This design comes from an exercise in tuning for small area on the open sky130 flow, not from production work.
Function was checked by simulation only, so behaviour that the tests miss may differ from the original.

Design peripheral_gpio_apb4, start of the top module:
module peripheral_gpio_apb4 #(
  PDATA_SIZE = 32,   
  PADDR_SIZE = 8
) (
  input                         PRESETn,
  input                         PCLK,
  input                         PSEL,
  input                         PENABLE,
  input      [PADDR_SIZE  -1:0] PADDR,
  input                         PWRITE,
  input      [PDATA_SIZE/8-1:0] PSTRB,
  input      [PDATA_SIZE  -1:0] PWDATA,
  output reg [PDATA_SIZE  -1:0] PRDATA,
  output                        PREADY,
  output                        PSLVERR,
  output reg irq_o,
  input      [PDATA_SIZE  -1:0] gpio_i,
  output reg [PDATA_SIZE  -1:0] gpio_o,
  output reg [PDATA_SIZE  -1:0] gpio_oe
);
  localparam W  = PDATA_SIZE;
  localparam NB = PDATA_SIZE / 8;
  assign PREADY  = 1'b1;
  assign PSLVERR = 1'b0;
  wire rst = ~PRESETn;
  wire wr  = PSEL & PENABLE & PWRITE;
  wire a_mode = (PADDR == 0);
  wire a_dir  = (PADDR == 1);
  wire a_out  = (PADDR == 2) | (PADDR == 3);
  wire a_type = (PADDR == 4);
  wire a_lvl0 = (PADDR == 5);
  wire a_lvl1 = (PADDR == 6);
  wire a_stat = (PADDR == 7);
  wire a_ena  = (PADDR == 8);
  reg  [W-1:0] rd_q;
  wire [W-1:0] rdat = rd_q & {W{PRESETn}};   
  reg          pw_mode, pw_dir, pw_out, pw_type, pw_lvl0, pw_lvl1, pw_ena;
  reg [NB-1:0] pw_strb;
  reg [W-1:0] mode_q, dir_q, out_q, type_q, lvl0_q, lvl1_q, ena_q;
  reg [W-1:0] stat_q;
  reg [W-1:0] s1, s2, in_q, dly1, dly2;
  wire [W-1:0] mode_d, dir_d, out_d, type_d, lvl0_d, lvl1_d, ena_d;
  ...
export LEC_CHECK = 0
export CAP_MARGIN = 20
export CORE_MARGIN = 2
export CORE_UTILIZATION = 40
export SLEW_MARGIN = 20
create_clock -name core_clock -period 5.0 [get_ports {PCLK}]
standard.sh (not shown) runs the stock make flow with config.mk's settings and CLKGATE_MAP_FILE= SYNTH_SCRIPT=/design/flow/synth_recipe.tcl, a recipe that flattens the netlist after the stock synthesis.
==> flow/flow/run.sh <==
#!/bin/bash
# The standard layout (standard.sh), with these changes to how it is made:
# - synthesis: the same script, but ABC maps the logic with flow/area.abc
#   (Yosys's own ABC script) instead of the flow's speed script;
# - port buffers are buf_1 cells instead of the cell buffer_ports picks;
# - the clock tree uses one buffer type, set clustering, and no dummy loads.
# Each tool's output is in the ORFS logs under orfs/logs; make's own output
# is in flow_make.log.
set -euo pipefail
W=$(pwd)
CTS_BUF=${CTS_BUF:-sky130_fd_sc_hd__clkbuf_4}
CTS_SIZE=${CTS_SIZE:-12}
CTS_DIAM=${CTS_DIAM:-40}

cat > "$W/area_synth.tcl" <<EOT
# ABC with another script; everything else as in synth_recipe.tcl
proc abc {args} {
  set i [lsearch -exact \$args -script]
  if { \$i >= 0 } { set args [lreplace \$args \$i [expr { \$i + 1 }]] }
  yosys abc -script $W/flow/area.abc {*}\$args
}
source $W/synth_recipe.tcl
EOT
sed "s#SYNTH_SCRIPT=[^ ]*#SYNTH_SCRIPT=$W/area_synth.tcl#" standard.sh > area_standard.sh
grep -q "SYNTH_SCRIPT=$W/area_synth.tcl" area_standard.sh

export BUFFER_PORTS_ARGS="-buffer_cell sky130_fd_sc_hd__buf_1"
export CTS_ARGS="-sink_clustering_enable -repair_clock_nets -sink_clustering_size $CTS_SIZE -sink_clustering_max_diameter $CTS_DIAM -buf_list $CTS_BUF -dont_use_dummy_load"
bash area_standard.sh finish > flow_make.log 2>&1
==> flow/flow/area.abc <==
strash
&get -n
&fraig -x
&put
scorr
dc2
dretime
strash
&get -n
&dch -f
&nf -R 1000 -p -F 8 -A 4 -C 32
&put
Edit:
--- a/flow/flow/run.sh
+++ b/flow/flow/run.sh
@@ -9,7 +9,7 @@
 set -euo pipefail
 W=$(pwd)
-CTS_BUF=${CTS_BUF:-sky130_fd_sc_hd__clkbuf_4}
-CTS_SIZE=${CTS_SIZE:-12}
-CTS_DIAM=${CTS_DIAM:-40}
+CTS_BUF=${CTS_BUF:-sky130_fd_sc_hd__clkbuf_8}
+CTS_SIZE=${CTS_SIZE:-16}
+CTS_DIAM=${CTS_DIAM:-80}
 
 cat > "$W/area_synth.tcl" <<EOT
==> flow/flow/area.abc (replaced) <==
strash
&get -n
&fraig -x
&put
scorr
dc2
dretime
strash
&get -n
&dch -f
&nf -R 1000
&put
CAP_MARGIN = 10   (was 20)
CORE_UTILIZATION = 60   (was 40)
GPL_TIMING_DRIVEN = 0   (was unset)
SLEW_MARGIN = 10   (was 20)
What happened: The new run passed the timing, DRC and antenna checks; count of clock-buffer cells in the layout is lower by 27; routed wire length shrinks by a little under a tenth; flip-flop and latch count stays the same; final cell count drops by a little under a tenth; core utilization rises by 23 points; synthesized cell count increases by a few percent.

[port drivers added, routing unchanged]
The results above use ideal ports. As a check the final layouts listed here were re-extracted and re-timed, cells and wires unchanged. Step 1, drivers: a clkbuf_16 drives PCLK and a buf_2 each remaining input, both assumed. Step 2 moves the port delays by t, midway between the first and last clock arrival at a register: inputs arrive t later, outputs are due t later. That takes back most of the time a late clock gives input paths. a / b / c = ideal / step 1 / step 2; a / b = the first two.
| run | shift t [ns] | slack for setup (ns) | worst setup path at the end | clock arrival spread, ns | worst register clock-pin slew, ns |
|---|---|---|---|---|---|
| the first run | 0.842 | 1.957 / 1.983 / 1.141 | input to register | 0.100 / 0.100 | 0.12 / 0.12 |
| the second run | 0.602 | 1.604 / 1.631 / 1.029 | input to register | 0.036 / 0.036 | 0.10 / 0.10 |
After both steps every run listed still meets setup and hold. For the first run, which loses most, drivers alone change the setup slack by +0.026 ns; drivers and shift together by -0.816 ns.
